Context: an optimization exercise on an open-source flow, tuned for small area, a short achievable clock period and few clock cycles per item. The choices shown serve that exercise and are no tape-out recipe.
Where RTL was checked, it was by simulation tests only, not by an equivalence proof against the original.
No activity file was given, so power comes from the tool's default toggle rates.

run 1:
Design multiplier_1, start of the top module:
module multiplier_1(
    input clk,
    input res_n,
    input start,
    output reg done,
    input [15:0] arg1,
    input [15:0] arg2,
    output reg [31:0] product
    );
==> flow/config.mk <==
export PLATFORM = sky130hd
export DESIGN_NAME = multiplier_1
export DESIGN_NICKNAME = multiplier_1
export VERILOG_FILES = /design/flow/design.v
export SDC_FILE = /design/flow/constraint.sdc
export NUM_CORES = 4
export LEC_CHECK = 0
export CAP_MARGIN = 20
export CORE_MARGIN = 2
export CORE_UTILIZATION = 55
export PLACE_DENSITY = 0.75
export SETUP_SLACK_MARGIN = 1.3
export SLEW_MARGIN = 20
export SYNTH_HIERARCHICAL = 1
==> flow/constraint.sdc <==
create_clock -name core_clock -period 5.0 [get_ports {clk}]
set_input_delay 1.0000 -clock core_clock [delete_from_list [all_inputs] [get_ports {clk}]]
set_output_delay 1.0000 -clock core_clock [all_outputs]
set_load 0.01 [all_outputs]
standard.sh (not shown) runs the stock make flow with config.mk's settings and CLKGATE_MAP_FILE= SYNTH_SCRIPT=/design/flow/synth_recipe.tcl, a recipe that flattens the netlist after the stock synthesis.
==> flow/flow/run.sh <==
#!/bin/bash
# The standard layout, with every port buffered by the smallest buffer
# (sky130_fd_sc_hd__buf_1) and a leaner clock tree.
set -euo pipefail
bash standard.sh BUFFER_PORTS_ARGS="-buffer_cell sky130_fd_sc_hd__buf_1" CTS_ARGS="-sink_clustering_enable -repair_clock_nets -dont_use_dummy_load -buf_list sky130_fd_sc_hd__clkbuf_8" > standard.log 2>&1
Looking at the reports, run 1 completed the entire flow and the layout it produced met the timing, design-rule and antenna checks.
Testbench counts of run 1, summed over its fixed seeds: cycles 568, items 192.
Input-level comparison between run 2 and run 1:
# run 1
export LEC_CHECK = 0
export CAP_MARGIN = 20
export CORE_MARGIN = 2
export CORE_UTILIZATION = 55
export PLACE_DENSITY = 0.75
export SETUP_SLACK_MARGIN = 1.3
export SLEW_MARGIN = 20
export SYNTH_HIERARCHICAL = 1
create_clock -name core_clock -period 5.0 [get_ports {clk}]
# run 2
export LEC_CHECK = 0
export CAP_MARGIN = 20
export CORE_MARGIN = 2
export CORE_UTILIZATION = 55
export PLACE_DENSITY = 0.75
export SETUP_SLACK_MARGIN = 1.4
export SLEW_MARGIN = 20
export SYNTH_HIERARCHICAL = 1
create_clock -name core_clock -period 5.0 [get_ports {clk}]
## What came out
- Fmax delta (run 2 − run 1): favourable
- Max critical path depth across run 2 and run 1: run 2
- Compared with run 1, run 2 is the more power-hungry design.
- On number of vias per cell: run 2 sits above run 1.
- Compared with run 1, in run 2 number of global-route vias before repair decreased by 149 relative to the old numbers; final cell count grew by about 0.8%.
- In the flow results for run 2 and run 1, the worst path arrival time is smaller on run 2.
- Route | run 2 vs run 1 | wire longer in run 2
### run 2 -> run 3
# run 2
export LEC_CHECK = 0
export CAP_MARGIN = 20
export CORE_MARGIN = 2
export CORE_UTILIZATION = 55
export PLACE_DENSITY = 0.75
export SETUP_SLACK_MARGIN = 1.4
export SLEW_MARGIN = 20
export SYNTH_HIERARCHICAL = 1
create_clock -name core_clock -period 5.0 [get_ports {clk}]
# run 3
export LEC_CHECK = 0
export CAP_MARGIN = 20
export CORE_MARGIN = 2
export CORE_UTILIZATION = 55
export PLACE_DENSITY = 0.75
export SETUP_SLACK_MARGIN = 1.3
export SLEW_MARGIN = 20
export SYNTH_HIERARCHICAL = 1
create_clock -name core_clock -period 5.0 [get_ports {clk}]
==> flow/flow/run.sh <==
#!/bin/bash
# The standard layout, with every port buffered by the smallest buffer
# (sky130_fd_sc_hd__buf_1) and a leaner clock tree.
set -euo pipefail
bash standard.sh BUFFER_PORTS_ARGS="-buffer_cell sky130_fd_sc_hd__buf_1" CTS_ARGS="-sink_clustering_enable -repair_clock_nets -dont_use_dummy_load -buf_list sky130_fd_sc_hd__clkbuf_8 -sink_clustering_size 30 -sink_clustering_max_diameter 80" > standard.log 2>&1
Notes after the runs:
Amount of wire on met3 after detailed routing delta for run 3 relative to run 2: 6.2% lower. Relative to run 2, the routed wirelength normalized by instance count measured on run 3 has decreased by a few percent. Run 2 was routed with more vias than run 3. In the final design statistics, run 3 uses fewer standard cells in total than run 2. Per the comparison of run 3 with run 2, cell area moved down; internal power contribution lower; number of ordinary and repair buffers in the finished layout lower. In the reports for run 2 and run 3, the larger met2 routed wirelength belongs to run 2. Compared run 2 against run 3; sequential power within noise. Going from run 2 to run 3, the post-detailed-routing wire length was found to have gone down by 4.8%. Run 3 did not stop at any stage, and its layout met the timing, design-rule and antenna checks.
Modified inputs, run 4 compared to run 3
# run 3
export LEC_CHECK = 0
export CAP_MARGIN = 20
export CORE_MARGIN = 2
export CORE_UTILIZATION = 55
export PLACE_DENSITY = 0.75
export SETUP_SLACK_MARGIN = 1.3
export SLEW_MARGIN = 20
export SYNTH_HIERARCHICAL = 1
create_clock -name core_clock -period 5.0 [get_ports {clk}]
# run 4
export LEC_CHECK = 0
export CAP_MARGIN = 0
export CORE_MARGIN = 2
export CORE_UTILIZATION = 55
export PLACE_DENSITY = 0.75
export SETUP_SLACK_MARGIN = 1.3
export SLEW_MARGIN = 0
export SYNTH_HIERARCHICAL = 1
create_clock -name core_clock -period 5.0 [get_ports {clk}]
==> flow/flow/run.sh <==
#!/bin/bash
# The standard layout, with every port buffered by the smallest buffer
# (sky130_fd_sc_hd__buf_1) and a leaner clock tree.
set -euo pipefail
bash standard.sh BUFFER_PORTS_ARGS="-buffer_cell sky130_fd_sc_hd__buf_1" CTS_ARGS="-sink_clustering_enable -repair_clock_nets -dont_use_dummy_load -buf_list sky130_fd_sc_hd__clkbuf_8" > standard.log 2>&1
Findings:
As far as flip-flop and latch count goes, run 4 and run 3 are indistinguishable; the numbers are identical. Between run 4 and run 3, the difference in maximum operating frequency is negligible. Highest ir drop seen on vdd across run 4 and run 3: no real change.

========
multiplier_1, a different RTL version from the one above (not shown whole).
Size: ~4800 sq um of cells after synthesis.
Design multiplier_1, start of the top module:
module multiplier_1(
    input clk,
    input res_n,
    input start,
    output reg done,
    input [15:0] arg1,
    input [15:0] arg2,
    output reg [31:0] product
    );
    reg [1:0] cnt;             
    reg busy;                      
    reg [15:0] S, C;               
    reg [3:0] LS, LC;              
    reg [11:0] L;                  
    wire [15:0] b = arg2;          
    reg [3:0] xr;                 
    wire [3:0] x = busy ? xr : b[3:0];
    wire [19:0] hi = {S, LS} + {C, LC};
    wire [4:0] lo = {hi[4] ^ S[0] ^ C[0], hi[3:0]};   
    wire [15:0] as = busy ? S : 16'd0;
    wire [15:0] ac = busy ? C : 16'd0;
    wire aci = busy & lo[4];
    wire [15:0] pp0 = x[0] ? arg1 : 16'd0;
    wire [15:0] pp1 = x[1] ? arg1 : 16'd0;
    wire [15:0] pp2 = x[2] ? arg1 : 16'd0;
    wire [15:0] pp3 = x[3] ? arg1 : 16'd0;
    wire s1;
    wire c2;
    wire s3;
    wire c4;
    wire s5;
    wire c6;
    wire s7;
    wire c8;
    wire s9;
    wire c10;
    wire s11;
    wire c12;
    wire s13;
    wire c14;
    wire s15;
    wire c16;
    wire s17;
    wire c18;
    wire s19;
    wire c20;
    wire s21;
    wire c22;
    wire s23;
    wire c24;
    wire s25;
    wire c26;
    wire s27;
    wire c28;
    wire s29;
    wire c30;
    wire s31;
    wire c32;
    wire s33;
    wire c34;
    wire s35;
    wire c36;
    wire s37;
    wire c38;
    wire s39;
    wire c40;
    wire s41;
    wire c42;
    wire s43;
    wire c44;
    wire s45;
    wire c46;
    wire s47;
    wire c48;
    wire s49;
    wire c50;
    wire s51;
    wire c52;
    wire s53;
    wire c54;
  ...
clock: 5.0 ns
lec_check: 0
cap_margin: 20
core_margin: 2
core_utilization: 40
place_density: 0.6
setup_slack_margin: 2.0
slew_margin: 20
==> flow/flow/run.sh <==
#!/bin/bash
# The standard layout, with every port buffered by the smallest buffer
# (sky130_fd_sc_hd__buf_1) and a leaner clock tree.
set -euo pipefail
bash standard.sh BUFFER_PORTS_ARGS="-buffer_cell sky130_fd_sc_hd__buf_1" CTS_ARGS="-sink_clustering_enable -repair_clock_nets -dont_use_dummy_load -buf_list sky130_fd_sc_hd__clkbuf_8" > standard.log 2>&1
The first run completed without violations.
Edit:
==> flow/flow/run.sh (replaced) <==
#!/bin/bash
# The standard layout, with every port buffered by a small buffer
# (sky130_fd_sc_hd__buf_1) instead of the default choice.
set -euo pipefail
bash standard.sh BUFFER_PORTS_ARGS="-buffer_cell sky130_fd_sc_hd__buf_1" > standard.log 2>&1
--- a/flow/config.mk
+++ b/flow/config.mk
@@ -12 +12 @@
-export SETUP_SLACK_MARGIN = 2.0
+export SETUP_SLACK_MARGIN = 1.6
The new run finished clean.
Routed wire length falls by a little under a tenth.
Final cell count shrinks slightly.
Synthesized area is unchanged.
Global-route usage is about the same.
Power is higher by a few percent.
Die area stays the same.
No run of this note included a check of the RTL's function; only the layout flow was run.

========
old:
multiplier_1, a different RTL version from the one above (not shown whole).
Size in the first run: about 590 cells after synthesis, about 68 I/O pins.
==> flow/config.mk <==
export PLATFORM = sky130hd
export DESIGN_NAME = multiplier_1
export DESIGN_NICKNAME = multiplier_1
export VERILOG_FILES = /design/flow/design.v
export SDC_FILE = /design/flow/constraint.sdc
export NUM_CORES = 4
export LEC_CHECK = 0
export CAP_MARGIN = 20
export CORE_MARGIN = 2
export CORE_UTILIZATION = 40
export PLACE_DENSITY = 0.6
export SETUP_SLACK_MARGIN = 1.5
export SLEW_MARGIN = 20
export SYNTH_HIERARCHICAL = 1
==> flow/constraint.sdc <==
create_clock -name core_clock -period 5.0 [get_ports {clk}]
set_input_delay 1.0000 -clock core_clock [delete_from_list [all_inputs] [get_ports {clk}]]
set_output_delay 1.0000 -clock core_clock [all_outputs]
set_load 0.01 [all_outputs]
==> flow/flow/run.sh <==
#!/bin/bash
# The standard layout, with every port buffered by the smallest buffer
# (sky130_fd_sc_hd__buf_1) and a leaner clock tree.
set -euo pipefail
bash standard.sh BUFFER_PORTS_ARGS="-buffer_cell sky130_fd_sc_hd__buf_1" CTS_ARGS="-sink_clustering_enable -repair_clock_nets -dont_use_dummy_load -buf_list sky130_fd_sc_hd__clkbuf_8" > standard.log 2>&1
[inputs] new vs old
- a change of SETUP_SLACK_MARGIN from 1.5 to 1.2
Findings:
- [compare] base=old new=new: multi-input gate share of total cell area neither gained nor lost much, transition at the pin with the smallest max-transition slack lost 0.034 ns, sum of routed wire length over all layers lost 1.0 mm.
- new ran to completion and came out clean on the timing, design-rule and antenna checks.
No functional check of the RTL was part of any run of this note.

========
multiplier_1, a different RTL version from the one above (not shown whole).
For scale: about 400 cells after synthesis, roughly 51 flip-flops, roughly 4500 um^2 of cells after synthesis.
export LEC_CHECK = 0
export CAP_MARGIN = 20
export CORE_MARGIN = 2
export CORE_UTILIZATION = 40
export PLACE_DENSITY = 0.6
export SLEW_MARGIN = 20
create_clock -name core_clock -period 5.0 [get_ports {clk}]
==> flow/flow/run.sh <==
#!/bin/bash
# The standard layout, with every port buffered by a small buffer
# (sky130_fd_sc_hd__buf_2) instead of the default choice.
set -euo pipefail
bash standard.sh BUFFER_PORTS_ARGS="-buffer_cell sky130_fd_sc_hd__buf_2" > standard.log 2>&1
Testbench counts at the start, summed over its fixed seeds: cycles 952, items 192.
Change:
==> flow/flow/run.sh (replaced) <==
#!/bin/bash
# The standard layout, with every port buffered by a small buffer
# (sky130_fd_sc_hd__buf_1) instead of the default choice.
set -euo pipefail
bash standard.sh BUFFER_PORTS_ARGS="-buffer_cell sky130_fd_sc_hd__buf_1" > standard.log 2>&1
- SETUP_SLACK_MARGIN: default -> 2.2
After rerunning:
- clock skew stays flat
- fmax increases by 4.9%
- global-route usage goes up by 1.5 points
- worst hold slack gains 11 ps
- register-to-register slack improved by 210 ps
- via count went up by 3.0%
- setup slack improved by 180 ps

========
## red
Another version of the RTL of multiplier_1 (not shown whole).
Size: about 400 cells after synthesis, ~68 I/O pins, ~0.0046 mm^2 of cells after synthesis.
export LEC_CHECK = 0
export CAP_MARGIN = 20
export CORE_MARGIN = 2
export CORE_UTILIZATION = 40
export PLACE_DENSITY = 0.6
export SETUP_SLACK_MARGIN = 2.0
export SLEW_MARGIN = 20
create_clock -name core_clock -period 5.0 [get_ports {clk}]
==> flow/flow/run.sh <==
#!/bin/bash
# The standard layout, with every port buffered by the smallest buffer
# (sky130_fd_sc_hd__buf_1) and a leaner clock tree.
set -euo pipefail
bash standard.sh BUFFER_PORTS_ARGS="-buffer_cell sky130_fd_sc_hd__buf_1" CTS_ARGS="-sink_clustering_enable -repair_clock_nets -dont_use_dummy_load -buf_list sky130_fd_sc_hd__clkbuf_8" > standard.log 2>&1
red reached the final stage; the timing, design-rule and antenna checks on its layout passed.
Modified inputs, blue compared to red
# red
export LEC_CHECK = 0
export CAP_MARGIN = 20
export CORE_MARGIN = 2
export CORE_UTILIZATION = 40
export PLACE_DENSITY = 0.6
export SETUP_SLACK_MARGIN = 2.0
export SLEW_MARGIN = 20
create_clock -name core_clock -period 5.0 [get_ports {clk}]
# blue
export LEC_CHECK = 0
export CAP_MARGIN = 20
export CORE_MARGIN = 2
export CORE_UTILIZATION = 40
export PLACE_DENSITY = 0.6
export SETUP_SLACK_MARGIN = 1.6
export SLEW_MARGIN = 20
create_clock -name core_clock -period 5.0 [get_ports {clk}]
--- outcome ---
- Between blue and red, it is blue whose net count of the finished layout is lower, by about 3.3%.
- Against red, via-per-instance ratio in blue fell by a few percent.
- red → blue: part of the total power dissipated in combinational logic -3.7 points; total number of vias decreased about 5.5%; clock power share rose by 0.8 points; ratio of final minimum period to clock period -1.9 points.
- On power consumed by the clock network, red tracks blue almost exactly.
- Compared with red, in blue total power after layout lower; register-to-register slack roughly the same.
- blue finished end to end and its layout was clean on timing, DRC and antenna.
- Looking at smallest hold slack, blue sits 0.016 ns above red.
- blue vs red: final design instance area without fill down by a little under 10%
No run of this note included a check of the RTL's function; only the layout flow was run.

========
Setup of the baseline:
Another version of the RTL of multiplier_1 (not shown whole).
Size: roughly 620 cells after synthesis, ~57 flip-flops, about 68 I/O pins, roughly 6600 um^2 of cells after synthesis.
==> flow/config.mk <==
export PLATFORM = sky130hd
export DESIGN_NAME = multiplier_1
export DESIGN_NICKNAME = multiplier_1
export VERILOG_FILES = /design/flow/design.v
export SDC_FILE = /design/flow/constraint.sdc
export NUM_CORES = 4
export LEC_CHECK = 0
export CAP_MARGIN = 20
export CORE_MARGIN = 2
export CORE_UTILIZATION = 40
export PLACE_DENSITY = 0.6
export SETUP_SLACK_MARGIN = 1.0
export SLEW_MARGIN = 20
export SYNTH_HIERARCHICAL = 1
==> flow/constraint.sdc <==
create_clock -name core_clock -period 5.0 [get_ports {clk}]
set_input_delay 1.0000 -clock core_clock [delete_from_list [all_inputs] [get_ports {clk}]]
set_output_delay 1.0000 -clock core_clock [all_outputs]
set_load 0.01 [all_outputs]
Scripts as last shown in full above: flow/flow/run.sh
For the candidate, these inputs were changed with respect to the baseline:
- SETUP_SLACK_MARGIN now 1.4, was 1.0
==> comparison <==
The candidate reached the end of the flow, and the finished layout is clean on the timing, design-rule and antenna checks.
For the baseline, the slowest cell on the critical path was sky130_fd_sc_hd__fa_1, unlike the candidate, where it was sky130_fd_sc_hd__fa_2.
Taking the baseline as the reference, in the candidate portion of the layout cell area used by non-clock buffers increased 1.7 points; worst setup slack increased 0.11 ns; final area increased 6.4%.
Of the candidate and the baseline, it is the candidate that has the higher global-route wire length before repair.
Final routed wire length divided by cell count grows by a few percent when moving from the baseline to the candidate.
The baseline has a higher share of the final layout cell area in sequential cells than the candidate.
Lower share of power burned in combinational logic goes to the baseline over the candidate.
The candidate: critical path depth higher than the baseline
Of the baseline and the candidate, the candidate shows the lower largest net degree at the start of global routing, with the baseline above it.
Function was not checked in any run of this note: the RTL went through the layout flow alone.

========
The RTL this note starts from:
==> flow/design.v <==
module multiplier_1(
    input clk,
    input res_n,
    input start,
    output reg done,
    input [15:0] arg1,
    input [15:0] arg2,
    output reg [31:0] product
    );
    reg [1:0] cnt;             
    reg [15:0] S, C;               
    reg ci;                        
    reg [15:0] L;                  
    wire busy = (cnt != 0);
    wire [3:0] x = arg2[cnt*4 +: 4];
    wire [15:0] as = busy ? S : 16'd0;
    wire [15:0] ac = busy ? C : 16'd0;
    wire aci = busy & ci;
    wire [15:0] pp0 = x[0] ? arg1 : 16'd0;
    wire [15:0] pp1 = x[1] ? arg1 : 16'd0;
    wire [15:0] pp2 = x[2] ? arg1 : 16'd0;
    wire [15:0] pp3 = x[3] ? arg1 : 16'd0;
    wire s1;
    wire c2;
    wire s3;
    wire c4;
    wire s5;
    wire c6;
    wire s7;
    wire c8;
    wire s9;
    wire c10;
    wire s11;
    wire c12;
    wire s13;
    wire c14;
    wire s15;
    wire c16;
    wire s17;
    wire c18;
    wire s19;
    wire c20;
    wire s21;
    wire c22;
    wire s23;
    wire c24;
    wire s25;
    wire c26;
    wire s27;
    wire c28;
    wire s29;
    wire c30;
    wire s31;
    wire c32;
    wire s33;
    wire c34;
    wire s35;
    wire c36;
    wire s37;
    wire c38;
    wire s39;
    wire c40;
    wire s41;
    wire c42;
    wire s43;
    wire c44;
    wire s45;
    wire c46;
    wire s47;
    wire c48;
    wire s49;
    wire c50;
    wire s51;
    wire c52;
    wire s53;
    wire c54;
    wire s55;
    wire c56;
    wire s57;
    wire c58;
    wire s59;
    wire c60;
    wire s61;
    wire c62;
    wire s63;
    wire c64;
    wire s65;
    wire c66;
    wire s67;
    wire c68;
    wire s69;
    wire c70;
    wire s71;
    wire c72;
    wire s73;
    wire c74;
    wire s75;
    wire c76;
    wire s77;
    wire c78;
    wire s79;
    wire c80;
    wire s81;
    wire c82;
    wire s83;
    wire c84;
    wire s85;
    wire c86;
    wire s87;
    wire c88;
    wire s89;
    wire c90;
    wire s91;
    wire c92;
    wire s93;
    wire c94;
    wire s95;
    wire c96;
    wire s97;
    wire c98;
    wire s99;
    wire c100;
    wire s101;
    wire c102;
    wire s103;
    wire c104;
    wire s105;
    wire c106;
    wire s107;
    wire c108;
    wire s109;
    wire c110;
    wire s111;
    wire c112;
    wire s113;
    wire c114;
    wire s115;
    wire c116;
    wire s117;
    wire c118;
    wire s119;
    wire c120;
    wire s121;
    wire c122;
    wire s123;
    wire c124;
    wire s125;
    wire c126;
    wire s127;
    wire c128;
    wire s129;
    wire c130;
    assign {c2, s1} = as[2] + ac[2];
    assign {c4, s3} = as[3] + ac[3] + pp0[3];
    assign {c6, s5} = pp1[2] + pp2[1];
    assign {c8, s7} = as[4] + ac[4] + pp0[4];
    assign {c10, s9} = pp1[3] + pp2[2] + pp3[1];
    assign {c12, s11} = as[5] + ac[5] + pp0[5];
    assign {c14, s13} = pp1[4] + pp2[3] + pp3[2];
    assign {c16, s15} = as[6] + ac[6] + pp0[6];
    assign {c18, s17} = pp1[5] + pp2[4] + pp3[3];
    assign {c20, s19} = as[7] + ac[7] + pp0[7];
    assign {c22, s21} = pp1[6] + pp2[5] + pp3[4];
    assign {c24, s23} = as[8] + ac[8] + pp0[8];
    assign {c26, s25} = pp1[7] + pp2[6] + pp3[5];
    assign {c28, s27} = as[9] + ac[9] + pp0[9];
    assign {c30, s29} = pp1[8] + pp2[7] + pp3[6];
    assign {c32, s31} = as[10] + ac[10] + pp0[10];
    assign {c34, s33} = pp1[9] + pp2[8] + pp3[7];
    assign {c36, s35} = as[11] + ac[11] + pp0[11];
    assign {c38, s37} = pp1[10] + pp2[9] + pp3[8];
    assign {c40, s39} = as[12] + ac[12] + pp0[12];
    assign {c42, s41} = pp1[11] + pp2[10] + pp3[9];
    assign {c44, s43} = as[13] + ac[13] + pp0[13];
    assign {c46, s45} = pp1[12] + pp2[11] + pp3[10];
    assign {c48, s47} = as[14] + ac[14] + pp0[14];
    assign {c50, s49} = pp1[13] + pp2[12] + pp3[11];
    assign {c52, s51} = as[15] + ac[15] + pp0[15];
    assign {c54, s53} = pp1[14] + pp2[13] + pp3[12];
    assign {c56, s55} = pp1[15] + pp2[14];
    assign {c58, s57} = as[0] + ac[0];
    assign {c60, s59} = as[1] + ac[1] + pp0[1];
    assign {c62, s61} = s1 + pp0[2] + pp1[1];
    assign {c64, s63} = s3 + s5 + pp3[0];
    assign {c66, s65} = s7 + s9 + c4;
    assign {c68, s67} = s11 + s13 + c8;
    assign {c70, s69} = s15 + s17 + c12;
    assign {c72, s71} = s19 + s21 + c16;
    assign {c74, s73} = s23 + s25 + c20;
    assign {c76, s75} = s27 + s29 + c24;
    assign {c78, s77} = s31 + s33 + c28;
    assign {c80, s79} = s35 + s37 + c32;
    assign {c82, s81} = s39 + s41 + c36;
    assign {c84, s83} = s43 + s45 + c40;
    assign {c86, s85} = s47 + s49 + c44;
    assign {c88, s87} = s51 + s53 + c48;
    assign {c90, s89} = s55 + pp3[13] + c52;
    assign {c92, s91} = pp2[15] + pp3[14];
    assign {c94, s93} = s57 + aci;
    assign {c96, s95} = s59 + pp1[0] + c58;
    assign {c98, s97} = s61 + pp2[0] + c60;
    assign {c100, s99} = s63 + c2 + c62;
    assign {c102, s101} = s65 + c6 + c64;
    assign {c104, s103} = s67 + c10 + c66;
    assign {c106, s105} = s69 + c14 + c68;
    assign {c108, s107} = s71 + c18 + c70;
    assign {c110, s109} = s73 + c22 + c72;
    assign {c112, s111} = s75 + c26 + c74;
    assign {c114, s113} = s77 + c30 + c76;
    assign {c116, s115} = s79 + c34 + c78;
    assign {c118, s117} = s81 + c38 + c80;
    assign {c120, s119} = s83 + c42 + c82;
    assign {c122, s121} = s85 + c46 + c84;
    assign {c124, s123} = s87 + c50 + c86;
    assign {c126, s125} = s89 + c54 + c88;
    assign {c128, s127} = s91 + c56 + c90;
    assign {c130, s129} = pp3[15] + c92;
    wire [19:0] ra = {c130, s129, s127, s125, s123, s121, s119, s117, s115, s113, s111, s109, s107, s105, s103, s101, s99, s97, s95, s93};
    wire [19:0] rb = {1'b0, c128, c126, c124, c122, c120, c118, c116, c114, c112, c110, c108, c106, c104, c102, c100, c98, c96, c94, pp0[0]};
    wire [4:0] lo = ra[3:0] + rb[3:0];
    always @(*) product = {S + C + {15'd0, ci}, L};
    always @(posedge clk) begin
        if (!res_n) begin
            done <= 1'b0;
            cnt <= 0;
        end else if (!done && (busy || start)) begin
            cnt <= (cnt == 3) ? 0 : cnt + 1'b1;
            if (cnt == 3) done <= 1'b1;
        end
        if (!done) begin
            S <= ra[19:4];
            C <= rb[19:4];
            ci <= lo[4];
            L <= {lo[3:0], L[15:4]};
        end
    end
endmodule
clock: 5.0 ns
lec_check: 0
cap_margin: 20
core_margin: 2
core_utilization: 40
place_density: 0.6
setup_slack_margin: 1.6
slew_margin: 20
==> flow/flow/run.sh <==
#!/bin/bash
# The standard layout, with every port buffered by a small buffer
# (sky130_fd_sc_hd__buf_1) instead of the default choice.
set -euo pipefail
bash standard.sh BUFFER_PORTS_ARGS="-buffer_cell sky130_fd_sc_hd__buf_1" > standard.log 2>&1
Testbench counts at the start, summed over its fixed seeds: cycles 952, items 192.
==> next run, changes <==
==> flow/run.sh (new file) <==
#!/bin/bash
# synth_recipe.tcl (not shown) runs the flow's synth.tcl, then flattens the netlist and writes it again
# the make line also repeats each setting of config.mk as NAME=value (left out here)
make -C /OpenROAD-flow-scripts/flow DESIGN_CONFIG=/design/flow/config.mk WORK_HOME=/design/flow/orfs CLKGATE_MAP_FILE= SYNTH_SCRIPT=/design/flow/synth_recipe.tcl finish
--- a/flow/config.mk
+++ b/flow/config.mk
@@ -10,4 +10,3 @@
 export CORE_UTILIZATION = 40
 export PLACE_DENSITY = 0.6
-export SETUP_SLACK_MARGIN = 1.6
 export SLEW_MARGIN = 20
removed: flow/flow/run.sh
removed: flow/standard.sh
The new run finished with timing, DRC and antenna clean.
Area after synthesis stays the same.
Sequential share of layout area drops by 1.2 points.
Critical path depth stays the same.
Global-route usage is about the same.
Via count decreases by 2.5%.
Non-clock buffer count came out lower by 8.
==> next run, changes <==
==> flow/flow/run.sh (new file) <==
#!/bin/bash
# The standard layout, with every port buffered by a small buffer
# (sky130_fd_sc_hd__buf_1) instead of the default choice.
set -euo pipefail
bash standard.sh BUFFER_PORTS_ARGS="-buffer_cell sky130_fd_sc_hd__buf_1" > standard.log 2>&1
==> flow/standard.sh (new file) <==
#!/bin/bash
# synth_recipe.tcl (not shown) runs the flow's synth.tcl, then flattens the netlist and writes it again
# the make line also repeats each setting of config.mk as NAME=value (left out here)
make -C /OpenROAD-flow-scripts/flow DESIGN_CONFIG=/design/flow/config.mk WORK_HOME=/design/flow/orfs CLKGATE_MAP_FILE= SYNTH_SCRIPT=/design/flow/synth_recipe.tcl "${@:-finish}"
removed: flow/run.sh
Outcome:
- cell area is lower by 7.3%
- sequential power is lower by about 0.8%
- global-route usage is lower by 0.53 points

## what the ideal ports hide
No port has a modelled driver above. Below, the same layouts with a new extraction and two added sets of constraints.
Step 1 sets driving cells, clkbuf_16 on the clock port and buf_2 on the other inputs (assumed; they add their load-dependent delay and slew).
Step 2, shift: input delay + t, output delay - t, t = (earliest + latest rising clock arrival at the registers) / 2. This alone moves slack from input paths to output paths.
a / b / c = ideal / step 1 / step 2; a / b = the first two.
run	shift t [ns]	slack for setup (ns)	worst hold slack (ns)	worst register clock-pin slew, ns	worst slew at a driven data input, ns
run 1	0.361	1.367 / 1.336 / 1.026	0.543 / 0.543 / 0.543	0.07 / 0.07	0.04
run 2	0.374	1.401 / 1.369 / 1.114	0.536 / 0.536 / 0.536	0.07 / 0.07	0.03
run 3	0.361	1.367 / 1.336 / 1.026	0.543 / 0.543 / 0.543	0.07 / 0.07	0.04
run 4	0.365	1.364 / 1.332 / 1.030	0.540 / 0.540 / 0.540	0.07 / 0.07	0.04
the first run of note 2	0.388	1.606 / 1.571 / 1.617	0.439 / 0.439 / 0.439	0.08 / 0.08	0.04
the second run of note 2	0.370	1.592 / 1.552 / 1.572	0.446 / 0.446 / 0.446	0.05 / 0.05	0.04
old	0.377	0.957 / 0.957 / 0.957	0.514 / 0.514 / 0.514	0.08 / 0.08	0.06
new	0.364	0.890 / 0.890 / 0.890	0.522 / 0.522 / 0.522	0.08 / 0.08	0.04
the first run of note 4	0.337	1.238 / 1.205 / 0.921	0.448 / 0.448 / 0.448	0.11 / 0.11	0.03
the second run of note 4	0.343	1.414 / 1.379 / 1.118	0.458 / 0.458 / 0.458	0.11 / 0.11	0.04
red	0.330	1.347 / 1.317 / 1.248	0.444 / 0.444 / 0.444	0.11 / 0.11	0.06
blue	0.336	1.442 / 1.407 / 1.320	0.460 / 0.460 / 0.460	0.11 / 0.11	0.06
the baseline	0.370	0.934 / 0.934 / 0.934	0.529 / 0.529 / 0.529	0.07 / 0.07	0.03
the candidate	0.363	1.043 / 1.043 / 1.043	0.529 / 0.529 / 0.529	0.08 / 0.08	0.06
the first run of note 7	0.347	1.445 / 1.409 / 1.168	0.451 / 0.451 / 0.451	0.11 / 0.11	0.04
the second run of note 7	0.343	0.796 / 0.764 / 0.600	0.455 / 0.455 / 0.455	0.11 / 0.11	0.04
the third run of note 7	0.347	1.191 / 1.158 / 0.916	0.457 / 0.457 / 0.457	0.11 / 0.11	0.04
After both steps setup and hold are still met in every run listed.
